From an optimization exercise on the open Yosys and OpenROAD flow, aimed at small area and a short achievable clock period; shortcuts taken in it are not production practice. No functional check of the RTL was part of any run shown here. Power and IR drop assume default switching activity.

==> flow/design.v, too long to show whole: its modules and the start of the top module <==
// module FP16_mcl: 1205 lines
module FP16_mcl(
    input [15:0] data1,
    input [15:0] data2,
    input rst,
    input input_valid,
    input clk,
    output reg [15:0] datanew,
    output reg output_update
    );
  // ...
==> flow/flow/run.sh <==
#!/bin/bash
# The standard layout, with the port buffers made from the smallest buffer cell.
bash standard.sh 'BUFFER_PORTS_ARGS=-buffer_cell sky130_fd_sc_hd__buf_1' finish > standard.log 2>&1
==> flow/standard.sh <==
#!/bin/bash
# synth_recipe.tcl (not shown) runs the flow's synth.tcl, then flattens the netlist and writes it again
# the make line also repeats each setting of config.mk as NAME=value (left out here)
make -C /OpenROAD-flow-scripts/flow DESIGN_CONFIG=/design/flow/config.mk WORK_HOME=/design/flow/orfs CLKGATE_MAP_FILE= SYNTH_SCRIPT=/design/flow/synth_recipe.tcl "${@:-finish}"
==> flow/config.mk <==
export PLATFORM = sky130hd
export DESIGN_NAME = FP16_mcl
export DESIGN_NICKNAME = FP16_mcl
export VERILOG_FILES = /design/flow/design.v
export SDC_FILE = /design/flow/constraint.sdc
export NUM_CORES = 4
export LEC_CHECK = 0
export ABC_AREA = 1
export CAP_MARGIN = 20
export CORE_MARGIN = 2
export CORE_UTILIZATION = 60
export CTS_BUF_LIST = sky130_fd_sc_hd__clkbuf_4 sky130_fd_sc_hd__clkbuf_8
export SETUP_SLACK_MARGIN = 3.45
export SLEW_MARGIN = 20
==> flow/constraint.sdc <==
create_clock -name core_clock -period 5.5 [get_ports {clk}]
set_input_delay 1.1000 -clock core_clock [delete_from_list [all_inputs] [get_ports {clk}]]
set_output_delay 1.1000 -clock core_clock [all_outputs]
set_load 0.01 [all_outputs]
==> impl_metrics.toml, run 1 <==
[placement]
hpwlAfterDp_um = 11800
placed_cells = 1075
place_worst_setup_slack_ns = 3.43
gp_congestion = 0.879

[power_and_ir_drop]
power_frac_comb = 0.449
power_leader = "combinational logic"

[floorplanning]
die_h_um = 120
initial_utilization = 0.610

[layout]
fin_util = 0.683
antenna_cells = 0
final_common_cell = "dfxtp_1"
stdcell_area_um2 = 8970
top_register = "datanew"
drive_gt1_frac = 0.0953

[timing]
finalSetupViolations = 0
fin_crit_sh = 0.371
fin_worst_skew_ns = 0.00982
timing.final.ws_setup_ns = 3.46

[grt]
met1_usage = 0.282
use_met2 = 0.382

[setup_path]
criticalPathCategory = "reg -> out"
slowest_stage = "dfrtp_1"
start_kind = "flop"
critPathTopFamily = "flip-flops"
cp_num_cells = 1
critical_path_required_ns = 4.40

[clock_tree]
numCtsBuffers = 17
clk_latency_ns = 0.46

[synthesis]
synth_area_per_cell_um2 = 9.30
synth.top_cell.area_share = 0.415
synth-xor-area-share = 0.0787
synthMuxAreaShare = 0
yosys.area_share.simple = 0.145
synth.most_common_cell = "dfxtp_1"

[status]
outcome = "complete, no violations"
==> inputs of run 2 (changes only) <==
--- a/flow/design.v
+++ b/flow/design.v
@@ -36,39 +36,37 @@
     wire G33;
     wire G34;
     wire G35;
     wire G36;
     wire G37;
     wire G38;
     wire G39;
     wire G4;
-    wire G40;
     wire G5;
     wire G6;
     wire G7;
     wire G8;
     wire G9;
     wire P1;
+    wire P10;
     wire P11;
     wire P12;
     wire P13;
     wire P14;
     wire P15;
     wire P16;
     wire P17;
     wire P18;
     wire P19;
     wire P2;
     wire P20;
     wire P21;
     wire P22;
-    wire P23;
     wire P4;
-    wire P5;
     wire all_k0;
     wire all_k1;
     wire any_k0;
     wire any_k1;
     wire bm5_0;
     wire bm5_1;
     wire bm5_10;
     wire bm5_11;
@@ -537,19 +535,21 @@
     reg fc_3_17_42_r3;
     reg fs_3_19_44_r3;
     reg fc_3_18_43_r3;
     reg hs_3_20_9_r3;
     reg fc_3_19_44_r3;
     reg hs_3_21_10_r3;
     reg hc_3_20_9_r3;
     reg G2_r2;
+    reg g7_r3;
+    reg p7_r3;
+    reg G7_r3;
     reg g8_r3;
     reg p8_r3;
-    reg G9_r3;
     reg hrs12_r3;
     reg hrc12_r3;
     reg hrs13_r3;
     reg hrc13_r3;
     reg hrs14_r3;
     reg hrc14_r3;
     reg hrs15_r3;
     reg hrc15_r3;
@@ -852,23 +852,21 @@
     assign p0_0 = bp0_0 ^ neg0_r1;
     assign G1 = bp0_1 & g0_0;
     assign P1 = bp0_1 & p0_0;
     assign G2 = fs_1_2_0 & G1;
     assign P2 = fs_1_2_0 & P1;
     assign G3 = fs_2_3_20 & G2_r2;
     assign G4 = g5 | (p5 & g4);
     assign P4 = p5 & p4;
-    assign G5 = g7 | (p7 & g6);
-    assign P5 = p7 & p6;
-    assign G6 = g4 | (p4 & G3);
-    assign G7 = G4 | (P4 & G3);
-    assign G8 = g6 | (p6 & G7);
-    assign G9 = G5 | (P5 & G7);
-    assign G10 = g8_r3 | (p8_r3 & G9_r3);
+    assign G5 = g4 | (p4 & G3);
+    assign G6 = G4 | (P4 & G3);
+    assign G7 = g6 | (p6 & G6);
+    assign G8 = g7_r3 | (p7_r3 & G7_r3);
+    assign G9 = g8_r3 | (p8_r3 & G8);
     assign hrs11 = fs_3_11_36 ^ fc_3_10_35;
     assign hrc12 = fs_3_11_36 & fc_3_10_35;
     assign hrs12 = fs_3_12_37 ^ fc_3_11_36;
     assign hrc13 = fs_3_12_37 & fc_3_11_36;
     assign hrs13 = fs_3_13_38 ^ fc_3_12_37;
     assign hrc14 = fs_3_13_38 & fc_3_12_37;
     assign hrs14 = fs_3_14_39 ^ fc_3_13_38;
     assign hrc15 = fs_3_14_39 & fc_3_13_38;
@@ -900,42 +898,42 @@
     assign ug18 = hrs18_r3 & hrc18_r3;
     assign up18 = hrs18_r3 ^ hrc18_r3;
     assign ug19 = hrs19_r3 & hrc19_r3;
     assign up19 = hrs19_r3 ^ hrc19_r3;
     assign ug20 = hrs20_r3 & hrc20_r3;
     assign up20 = hrs20_r3 ^ hrc20_r3;
     assign ug21 = hrs21_r3 & hrc21_r3;
     assign up21 = hrs21_r3 ^ hrc21_r3;
-    assign G11 = ug13 | (up13 & ug12);
-    assign P11 = up13 & up12;
-    assign G12 = ug15 | (up15 & ug14);
-    assign P12 = up15 & up14;
-    assign G13 = ug17 | (up17 & ug16);
-    assign P13 = up17 & up16;
-    assign G14 = ug19 | (up19 & ug18);
-    assign P14 = up19 & up18;
-    assign G15 = ug14 | (up14 & G11);
-    assign P15 = up14 & P11;
-    assign G16 = G12 | (P12 & G11);
-    assign P16 = P12 & P11;
-    assign G17 = ug18 | (up18 & G13);
-    assign P17 = up18 & P13;
-    assign G18 = G14 | (P14 & G13);
-    assign P18 = P14 & P13;
-    assign G19 = ug16 | (up16 & G16);
-    assign P19 = up16 & P16;
-    assign G20 = G13 | (P13 & G16);
-    assign P20 = P13 & P16;
-    assign G21 = G17 | (P17 & G16);
-    assign P21 = P17 & P16;
-    assign G22 = G18 | (P18 & G16);
-    assign P22 = P18 & P16;
-    assign G23 = ug20 | (up20 & G22);
-    assign P23 = up20 & P22;
+    assign G10 = ug13 | (up13 & ug12);
+    assign P10 = up13 & up12;
+    assign G11 = ug15 | (up15 & ug14);
+    assign P11 = up15 & up14;
+    assign G12 = ug17 | (up17 & ug16);
+    assign P12 = up17 & up16;
+    assign G13 = ug19 | (up19 & ug18);
+    assign P13 = up19 & up18;
+    assign G14 = ug14 | (up14 & G10);
+    assign P14 = up14 & P10;
+    assign G15 = G11 | (P11 & G10);
+    assign P15 = P11 & P10;
+    assign G16 = ug18 | (up18 & G12);
+    assign P16 = up18 & P12;
+    assign G17 = G13 | (P13 & G12);
+    assign P17 = P13 & P12;
+    assign G18 = ug16 | (up16 & G15);
+    assign P18 = up16 & P15;
+    assign G19 = G12 | (P12 & G15);
+    assign P19 = P12 & P15;
+    assign G20 = G16 | (P16 & G15);
+    assign P20 = P16 & P15;
+    assign G21 = G17 | (P17 & G15);
+    assign P21 = P17 & P15;
+    assign G22 = ug20 | (up20 & G21);
+    assign P22 = up20 & P21;
     assign l9_k0 = p9_r3;
     assign all_k0 = fs_3_10_35_r3 & fc_3_9_34_r3 & g9_r3;
     assign any_k0 = fs_3_10_35_r3 | fc_3_9_34_r3 | g9_r3;
     assign ex2_k0 = (fs_3_10_35_r3 & fc_3_9_34_r3 & ~g9_r3) | (fs_3_10_35_r3 & ~fc_3_9_34_r3 & g9_r3) | (~fs_3_10_35_r3 & fc_3_9_34_r3 & g9_r3);
     assign ex1_k0 = (fs_3_10_35_r3 & ~fc_3_9_34_r3 & ~g9_r3) | (~fs_3_10_35_r3 & fc_3_9_34_r3 & ~g9_r3) | (~fs_3_10_35_r3 & ~fc_3_9_34_r3 & g9_r3);
     assign l10_k0 = ex1_k0 | all_k0;
     assign c12_1_k0 = all_k0 | (hrs11_r3 & any_k0);
     assign q11_1_k0 = hrs11_r3 ^ (any_k0 & ~all_k0);
@@ -951,59 +949,59 @@
     assign ex1_k1 = (fs_3_10_35_r3 & ~fc_3_9_34_r3 & ~c10_k1) | (~fs_3_10_35_r3 & fc_3_9_34_r3 & ~c10_k1) | (~fs_3_10_35_r3 & ~fc_3_9_34_r3 & c10_k1);
     assign l10_k1 = ex1_k1 | all_k1;
     assign c12_1_k1 = all_k1 | (hrs11_r3 & any_k1);
     assign q11_1_k1 = hrs11_r3 ^ (any_k1 & ~all_k1);
     assign k1_k1 = ex2_k1 | (all_k1 & ~l9_k1) | (ex1_k1 & l9_k1);
     assign c12_0_k1 = (all_k1 & l9_k1) | (k1_k1 & hrs11_r3);
     assign q11_0_k1 = hrs11_r3 ^ k1_k1;
     assign q10_k1 = l10_k1 ^ l9_k1;
-    assign pl9 = G10 ? l9_k1 : l9_k0;
-    assign pl10 = G10 ? l10_k1 : l10_k0;
-    assign q0_10 = G10 ? q10_k1 : q10_k0;
-    assign q0_c12 = G10 ? c12_0_k1 : c12_0_k0;
-    assign q0_11 = G10 ? q11_0_k1 : q11_0_k0;
+    assign pl9 = G9 ? l9_k1 : l9_k0;
+    assign pl10 = G9 ? l10_k1 : l10_k0;
+    assign q0_10 = G9 ? q10_k1 : q10_k0;
+    assign q0_c12 = G9 ? c12_0_k1 : c12_0_k0;
+    assign q0_11 = G9 ? q11_0_k1 : q11_0_k0;
     assign q0_12 = up12 ^ q0_c12;
-    assign G24 = ug12 | (up12 & q0_c12);
-    assign q0_13 = up13 ^ G24;
-    assign G25 = G11 | (P11 & q0_c12);
-    assign q0_14 = up14 ^ G25;
+    assign G23 = ug12 | (up12 & q0_c12);
+    assign q0_13 = up13 ^ G23;
+    assign G24 = G10 | (P10 & q0_c12);
+    assign q0_14 = up14 ^ G24;
+    assign G25 = G14 | (P14 & q0_c12);
+    assign q0_15 = up15 ^ G25;
     assign G26 = G15 | (P15 & q0_c12);
-    assign q0_15 = up15 ^ G26;
-    assign G27 = G16 | (P16 & q0_c12);
-    assign q0_16 = up16 ^ G27;
+    assign q0_16 = up16 ^ G26;
+    assign G27 = G18 | (P18 & q0_c12);
+    assign q0_17 = up17 ^ G27;
     assign G28 = G19 | (P19 & q0_c12);
-    assign q0_17 = up17 ^ G28;
+    assign q0_18 = up18 ^ G28;
     assign G29 = G20 | (P20 & q0_c12);
-    assign q0_18 = up18 ^ G29;
+    assign q0_19 = up19 ^ G29;
     assign G30 = G21 | (P21 & q0_c12);
-    assign q0_19 = up19 ^ G30;
+    assign q0_20 = up20 ^ G30;
     assign G31 = G22 | (P22 & q0_c12);
-    assign q0_20 = up20 ^ G31;
-    assign G32 = G23 | (P23 & q0_c12);
-    assign q0_21 = up21 ^ G32;
-    assign q1_c12 = G10 ? c12_1_k1 : c12_1_k0;
-    assign q1_11 = G10 ? q11_1_k1 : q11_1_k0;
+    assign q0_21 = up21 ^ G31;
+    assign q1_c12 = G9 ? c12_1_k1 : c12_1_k0;
+    assign q1_11 = G9 ? q11_1_k1 : q11_1_k0;
     assign q1_12 = up12 ^ q1_c12;
-    assign G33 = ug12 | (up12 & q1_c12);
-    assign q1_13 = up13 ^ G33;
-    assign G34 = G11 | (P11 & q1_c12);
-    assign q1_14 = up14 ^ G34;
+    assign G32 = ug12 | (up12 & q1_c12);
+    assign q1_13 = up13 ^ G32;
+    assign G33 = G10 | (P10 & q1_c12);
+    assign q1_14 = up14 ^ G33;
+    assign G34 = G14 | (P14 & q1_c12);
+    assign q1_15 = up15 ^ G34;
     assign G35 = G15 | (P15 & q1_c12);
-    assign q1_15 = up15 ^ G35;
-    assign G36 = G16 | (P16 & q1_c12);
-    assign q1_16 = up16 ^ G36;
+    assign q1_16 = up16 ^ G35;
+    assign G36 = G18 | (P18 & q1_c12);
+    assign q1_17 = up17 ^ G36;
     assign G37 = G19 | (P19 & q1_c12);
-    assign q1_17 = up17 ^ G37;
+    assign q1_18 = up18 ^ G37;
     assign G38 = G20 | (P20 & q1_c12);
-    assign q1_18 = up18 ^ G38;
+    assign q1_19 = up19 ^ G38;
     assign G39 = G21 | (P21 & q1_c12);
-    assign q1_19 = up19 ^ G39;
-    assign G40 = G22 | (P22 & q1_c12);
-    assign q1_20 = up20 ^ G40;
+    assign q1_20 = up20 ^ G39;
     wire z9 = z9_0_r3;
     wire k = q0_21;
     wire tie0 = pl9 & z9;
     wire tie1 = pl10 & ~pl9 & z9;
     wire [9:0] frac1 = {q1_20, q1_19, q1_18, q1_17, q1_16, q1_15, q1_14, q1_13, q1_12, q1_11 & ~tie1};
     wire [9:0] frac0 = {q0_19, q0_18, q0_17, q0_16, q0_15, q0_14, q0_13, q0_12, q0_11, q0_10 & ~tie0};
     wire [5:0] esr = {es5_r3, es4_r3, es3_r3, es2_r3, es1_r3, es0_r3};
     wire sat1 = esr >= 6'd45;
@@ -1147,19 +1145,21 @@
         fc_3_17_42_r3 <= fc_3_17_42;
         fs_3_19_44_r3 <= fs_3_19_44;
         fc_3_18_43_r3 <= fc_3_18_43;
         hs_3_20_9_r3 <= hs_3_20_9;
         fc_3_19_44_r3 <= fc_3_19_44;
         hs_3_21_10_r3 <= hs_3_21_10;
         hc_3_20_9_r3 <= hc_3_20_9;
         G2_r2 <= G2;
+        g7_r3 <= g7;
+        p7_r3 <= p7;
+        G7_r3 <= G7;
         g8_r3 <= g8;
         p8_r3 <= p8;
-        G9_r3 <= G9;
         hrs12_r3 <= hrs12;
         hrc12_r3 <= hrc12;
         hrs13_r3 <= hrs13;
         hrc13_r3 <= hrc13;
         hrs14_r3 <= hrs14;
         hrc14_r3 <= hrc14;
         hrs15_r3 <= hrs15;
         hrc15_r3 <= hrc15;
--- a/flow/config.mk
+++ b/flow/config.mk
@@ -5,10 +5,10 @@
 export SDC_FILE = /design/flow/constraint.sdc
 export NUM_CORES = 4
 export LEC_CHECK = 0
 export ABC_AREA = 1
 export CAP_MARGIN = 20
 export CORE_MARGIN = 2
 export CORE_UTILIZATION = 60
 export CTS_BUF_LIST = sky130_fd_sc_hd__clkbuf_4 sky130_fd_sc_hd__clkbuf_8
-export SETUP_SLACK_MARGIN = 3.45
+export SETUP_SLACK_MARGIN = 3.55
 export SLEW_MARGIN = 20
==> run 2 against run 1 <==
  * Sequential power rose by 2%
  * Combinational power increased by 12%
  * Core utilization grew 1.5 points
  * Synthesized cell count increased by 2.2%
  * Synthesized area is 0.98% higher
  * First-iteration DRC count down 23%
  * Final area grew 2.6%
  * Worst setup slack worse by 0.020 ns
  * Hold slack got worse by 0.0014 ns
  * Routed wire length is 6.7% higher
  * Global-route usage is 0.68 points higher
  * Non-clock buffer count rose by 7
  * Critical endpoint unchanged
  * Highest routed layer unchanged
==> impl_metrics.toml, run 2 <==
[status]
outcome = "complete, no violations"

[placement]
gp_congestion = 0.898
numPortBuffers = 51
place_worst_setup_slack_ns = 3.00
hpwlAfterDp_um = 11900

[power_and_ir_drop]
leakagePower_nw = 4.43
peakVddDrop_mv = 0.230
p_per_area_nw_per_um2 = 543
power_mw = 5.00

[setup_path]
r2r-end = "datanew[3]"
criticalPathCategory = "reg -> out"
endpoint_kind = "primary output"
critPathArrivalTime_ns = 0.96
crit_chain = "clkbuf_2"
critical_path_required_ns = 4.40
path_max_fanout = 1
cp_slowest_stage_delay_ns = 0.37
cp_num_buf_inv = 1
rrSetupSlack_ns = 3.46
critPathTopFamily = "flip-flops"
reg2reg_depth = 13
startpoint = "output_update"
r2r_start = "fs_3_10_35_r3"
start_kind = "flop"
slowest_stage = "dfrtp_1"

[hold_path]
whs_path_depth = 0
hold_class = "reg -> reg"
hold_end = "sg0_r2"
worstHoldStart = "sg0_r1"

[timing]
timing.final.ws_setup_ns = 3.44
tns_ns = 0
fin_worst_skew_ns = 0.0149
timing.final.crit_period_ns = 2.06
finalMaxSlewViolations = 0
fin_crit_sh = 0.374
finalHoldViolations = 0
rsz0062_at_grt = "yes"
timing.hold.ws_ns = 0.333
slew_headroom = 0.436
max_freq_mhz = 486
finalSetupViolations = 0
worstMarginPinSlew_ns = 0.846

[synthesis]
synth_cell_types = 42
yosys-top-cells-count = "dfxtp_1, nand2_1, inv_1, xor2_1, nand3_1"
synth_area_per_cell_um2 = 9.19
synth.most_common_cell = "dfxtp_1"
synth_area_leaders = "dfxtp_1, fa_1, ha_1, nand2_1, xor2_1"
async_flop_share = 0.0233
netlist_area_um2 = 8090
seq_area_frac_synth = 0.428
synth_area_leader_cell = "dfxtp_1"
syn_inst = 881
synth_nets = 1012
ys_ff_latch = 172
synth.top_cell.area_share = 0.416
yosysWarnings = 1
synth_edf_count = 0
ys.flop_type = "dfxtp_1"

[clock_tree]
numCtsBuffers = 17
cts_tree = "built"
hold_buffers = 0
clkTransAtPathRegs_ns = 0.09
clockBufferDepth = 2
h-tree-depth = 4
clk_latency_ns = 0.47
clock-sinks = 172
cts_root_buf = "clkbuf_8"

[layout]
nNetsFinal = 1076
drive_gt1_frac = 0.137
area_growth_syn_to_layout_pct = 13.8
final_common_cell = "dfxtp_1"
largest_register_ffs = 16
reg_top3 = "datanew (16), vld (3)"
antenna_cells = 0
top_register = "datanew"
mostFrequentLayoutCells = "dfxtp_1, nand2_1, inv_1"

[route]
via_count = 5943
route.met3.wl_um = 703
topRoutingLayerUsed = "met4"
drcViolationCount = 0
via_per_inst = 5.24
wl_um = 16200
wl_met1_um = 7020
drtAntennaViolNets = 0
drt_iter0_drc = 352
wire_per_inst_um = 14.3
met2_wirelength_um = 7910
dr.pass1.iters = 5

[floorplanning]
num_rows = 42
die-area_um2 = 14400
die_h_um = 120
coreArea_um2 = 13200
io_pins = 52
fp.dieW_um = 120
initial_utilization = 0.614

[grt]
grt_pass1_vias = 5772
grt_pass1_wl_um = 26000
grt_max_degree = 22
grt_usage = 0.231
grt_antenna_before_repair = 0
grt-ovfl-total = 0

[run]
max-cap-violations = 0
-- run 2: cell families after synthesis --
kind of cell               count (synthesis)  synth area share
xor gates and xnor gates                  67            0.0725
adders and majority gates                 96             0.192
and+or+nand+nor                          289             0.156
DFF                                      172             0.428
AOI/OAI and AO/OA                        111            0.0815
buffers and inverters                    146            0.0699
-- run 2: timing repair --
item                       in CTS  in global routing
setup endpoints to repair      35                 35
gates cloned                    0                  2
resized for setup              36                 49
pin swaps                       3                 17
setup buffers                   3                  6
-- run 2: worst max path at each step --
stage	to	slack (ns)	cells past startpoint
4_1_cts	output_update	3.41	1
3_3_place_gp	datanew[14]	3.19	10
5_1_grt	datanew[3]	3.33	13
3_5_place_dp	datanew[14]	3.00	10
2_1_floorplan	datanew[2]	3.65	10
6_report	output_update	3.44	1
-- run 2: per-stage QoR --
step | area (um^2) | cells | utilization
6_report | 9210 | 1134 | 0.698
5_1_grt | 9210 | 1134 | 0.698
4_1_cts | 8930 | 1126 | 0.677
3_5_place_dp | 8430 | 1091 | 0.639
3_3_place_gp | 8430 | 1091 | 0.639
2_1_floorplan | 8090 | 881 | -
-- run 2: layout make-up --
type | instances | area [um^2]
clock buffer | 21 | 283
clock inverter | 11 | 86.3
fill | 1053 | 3980
inverter | 128 | 480
multi-input combinational | 564 | 4300
sequential | 172 | 3480
tap | 176 | 220
timing repair buffer | 62 | 367
-- run 2: where the power goes --
| group | internal (mW) | switching, mW | total [mW] |
|---|---|---|---|
| clock | 0.357 | 0.448 | 0.806 |
| combinational | 1.02 | 1.38 | 2.41 |
| sequential | 1.60 | 0.190 | 1.79 |
-- run 2: metal layers --
metal	global-route usage	vias to the layer above
li1	-	2952
met1	0.275	2769
met2	0.402	177
met3	0.0456	45
met4	0.106	0
met5	0	-
==> inputs of run 3 (changes only) <==
--- a/flow/config.mk
+++ b/flow/config.mk
@@ -12,3 +12,3 @@
 export CTS_BUF_LIST = sky130_fd_sc_hd__clkbuf_4 sky130_fd_sc_hd__clkbuf_8
-export SETUP_SLACK_MARGIN = 3.55
+export SETUP_SLACK_MARGIN = 3.45
 export SLEW_MARGIN = 20
==> run 3 against run 2 <==
  * Still clean on timing, DRC and antenna
  * Cell count decreased by 0.62%
  * Count of clock-buffer cells in the layout unchanged
  * Non-clock buffer count decreased by 6
  * Clock skew about the same
  * Register-to-register slack improved by 0.11 ns
  * Critical path depth unchanged
==> impl_metrics.toml, run 3 <==
[clock_tree]
clk_latency_ns = 0.47
clkTransAtPathRegs_ns = 0.09
hold_buffers = 0
clock-sinks = 172
h-tree-depth = 4
clockBufferDepth = 2
numCtsBuffers = 17
cts_tree = "built"
cts_root_buf = "clkbuf_8"

[layout]
drive_gt1_frac = 0.101
nNetsFinal = 1069
num-fill-cells = 1075
mostFrequentLayoutCells = "dfxtp_1, nand2_1, inv_1"
area_growth_syn_to_layout_pct = 10.9
top_register = "datanew"
final_common_cell = "dfxtp_1"
reg_top3 = "datanew (16), vld (3)"
antenna_cells = 0
fin_util = 0.681
largest_register_ffs = 16
fin_cells = 1127

[synthesis]
synth.most_common_cell = "dfxtp_1"
synth.top_cell.area_share = 0.416
ys_ff_latch = 172
synth_area_leader_cell = "dfxtp_1"
async_flop_share = 0.0233
synth_edf_count = 0
ys.flop_type = "dfxtp_1"
synth_cell_types = 42
syn_inst = 881
synth_nets = 1012
netlist_area_um2 = 8090
yosysWarnings = 1
yosys-top-cells-count = "dfxtp_1, nand2_1, inv_1, xor2_1, nand3_1"
synth_area_leaders = "dfxtp_1, fa_1, ha_1, nand2_1, xor2_1"
synth_area_per_cell_um2 = 9.19
seq_area_frac_synth = 0.428

[setup_path]
start_kind = "flop"
path_max_fanout = 1
cp_slowest_stage_delay_ns = 0.37
critPathTopFamily = "flip-flops"
crit_chain = "clkbuf_2"
endpoint_kind = "primary output"
critical_path_required_ns = 4.40
slowest_stage = "dfrtp_1"
criticalPathCategory = "reg -> out"
critPathArrivalTime_ns = 0.96
cp_num_buf_inv = 1

[power_and_ir_drop]
peakVddDrop_mv = 0.230
leakagePower_nw = 4.35
p_per_area_nw_per_um2 = 528

[placement]
hpwlAfterDp_um = 11900
placed_cells = 1091
gp_congestion = 0.898
numPortBuffers = 51

[route]
via_count = 5840
via_per_inst = 5.18
wire_per_inst_um = 14.0
drcViolationCount = 0
wl_um = 15700
dr.pass1.iters = 4
drt_iter0_drc = 291
drtAntennaViolNets = 0

[floorplanning]
die-area_um2 = 14400
coreArea_um2 = 13200
num_rows = 42
io_pins = 52
initial_utilization = 0.614
fp.dieW_um = 120
die_h_um = 120

[status]
outcome = "complete, no violations"

[grt]
use_met3 = 0.0456
grt_usage = 0.231
met1_usage = 0.277
grt-ovfl-total = 0
grt_busiest_layer = "met2"
grt_max_degree = 22
grt_antenna_before_repair = 0
grt_pass1_vias = 5763
use_met2 = 0.401
grt_pass1_wl_um = 26000

[timing]
rsz0062_at_grt = "yes"
finalMaxSlewViolations = 0
worstMarginPinSlew_ns = 0.856
timing.final.crit_period_ns = 2.06
max_freq_mhz = 486
tns_ns = 0
slew_headroom = 0.429
fin_worst_skew_ns = 0.0151
fin_crit_sh = 0.374
finalHoldViolations = 0
finalSetupViolations = 0

[hold_path]
hold_class = "reg -> reg"

[run]
max-cap-violations = 0
## run 3: changes by cell type in the layout (fill, tap and decap cells not counted), sizes merged
cell    previous run  this run
buf               60        53
clkbuf            23        24
nand2            174       173
## run 3: report_power, final
part           total (mW)  switching (mW)  internal, mW
clock               0.807           0.450         0.357
sequential           1.77           0.175          1.60
combinational        2.16            1.27         0.883
total                4.74            1.90          2.84
## run 3: what timing repair did
action                     4_1_cts  5_1_grt
setup buffers                    3        1
pin swaps                        3        5
gates resized for setup         20       24
setup endpoints to repair       29       23
## run 3: path summary, 6_finish.rpt
path                                     from  depth (start not counted)  slack (ns)       endpoint
worst max-delay path            output_update                          1        3.44  output_update
worst min-delay path                   sg0_r1                          0        0.33         sg0_r2
worst max register to register       hrs13_r3                         12        3.57     datanew[3]
worst min register to register         sg0_r1                          0        0.33         sg0_r2
max in group asynchronous                 rst                          2        4.90         vld[0]
min in group asynchronous                 rst                          2        0.46         vld[2]
## run 3: per-stage QoR
stage	cell area (um^2)	hold slack [ns]	setup slack, ns	power, mW
finish	8980	0.334	3.44	4.74
detailed placement	8430	0.313	3.00	3.78
CTS	8870	0.334	3.41	4.67
global placement	8430	0.311	3.19	3.71
floorplan	8090	0.310	3.65	3.30
global route	8980	0.340	3.39	5.18
## run 3: cell families after synthesis
| group | share of synthesized area |
|---|---|
| AO/OA/AOI/OAI | 0.0815 |
| XOR/XNOR | 0.0725 |
| adder cells (fa/ha/maj) | 0.192 |
| buffers and inverters | 0.0699 |
| flip-flops | 0.428 |
| AND/OR/NAND/NOR | 0.156 |
## run 3: layer usage
metal | up-vias | share of wire
li1 | 2938 | -
met1 | 2694 | 0.45
met2 | 167 | 0.48
met3 | 41 | 0.039
met4 | 0 | 0.032
met5 | - | 0
## run 3: layout make-up
type	count	area [um^2]	area share
Sequential cell	172	3470	0.387
Multi-Input combinational cell	563	4170	0.464
Clock inverter	11	86.3	0.00962
Clock buffer	21	283	0.0315
Timing Repair Buffer	56	268	0.0298
Inverter	128	480	0.0535
Tap cell	176	220	0.0245

what the ideal ports hide:
How much do the figures lean on ideal ports? The routed layouts below were timed once more, with nothing changed but the port constraints.
Step 1 (the two cells are an assumption about what drives the block):
set clk [get_ports {clk}]
set_driving_cell -lib_cell sky130_fd_sc_hd__clkbuf_16 $clk
set_driving_cell -lib_cell sky130_fd_sc_hd__buf_2 [delete_from_list [all_inputs] $clk]
Step 2 also shifts input and output timing later by t, the mid clock arrival at the registers, as if the neighbouring blocks saw the same clock.
a / b / c = no drivers / after step 1 / after step 2; a / b = the first two.
run | shift t [ns] | setup slack, ns | hold WS [ns] | clock arrival spread, ns | pins driven straight from the clock port
run 1 | 0.488 | 3.461 / 3.424 / 3.441 | 0.334 / 0.334 / 0.334 | 0.010 / 0.009 | 1
run 2 | 0.500 | 3.440 / 3.403 / 3.337 | 0.333 / 0.333 / 0.333 | 0.016 / 0.016 | 1
run 3 | 0.499 | 3.441 / 3.403 / 3.344 | 0.334 / 0.334 / 0.334 | 0.015 / 0.015 | 1
After both steps setup and hold are still met in every run listed. The setup slack of run 2, which loses most, moves by -0.037 ns with the drivers and by -0.103 ns with both steps.
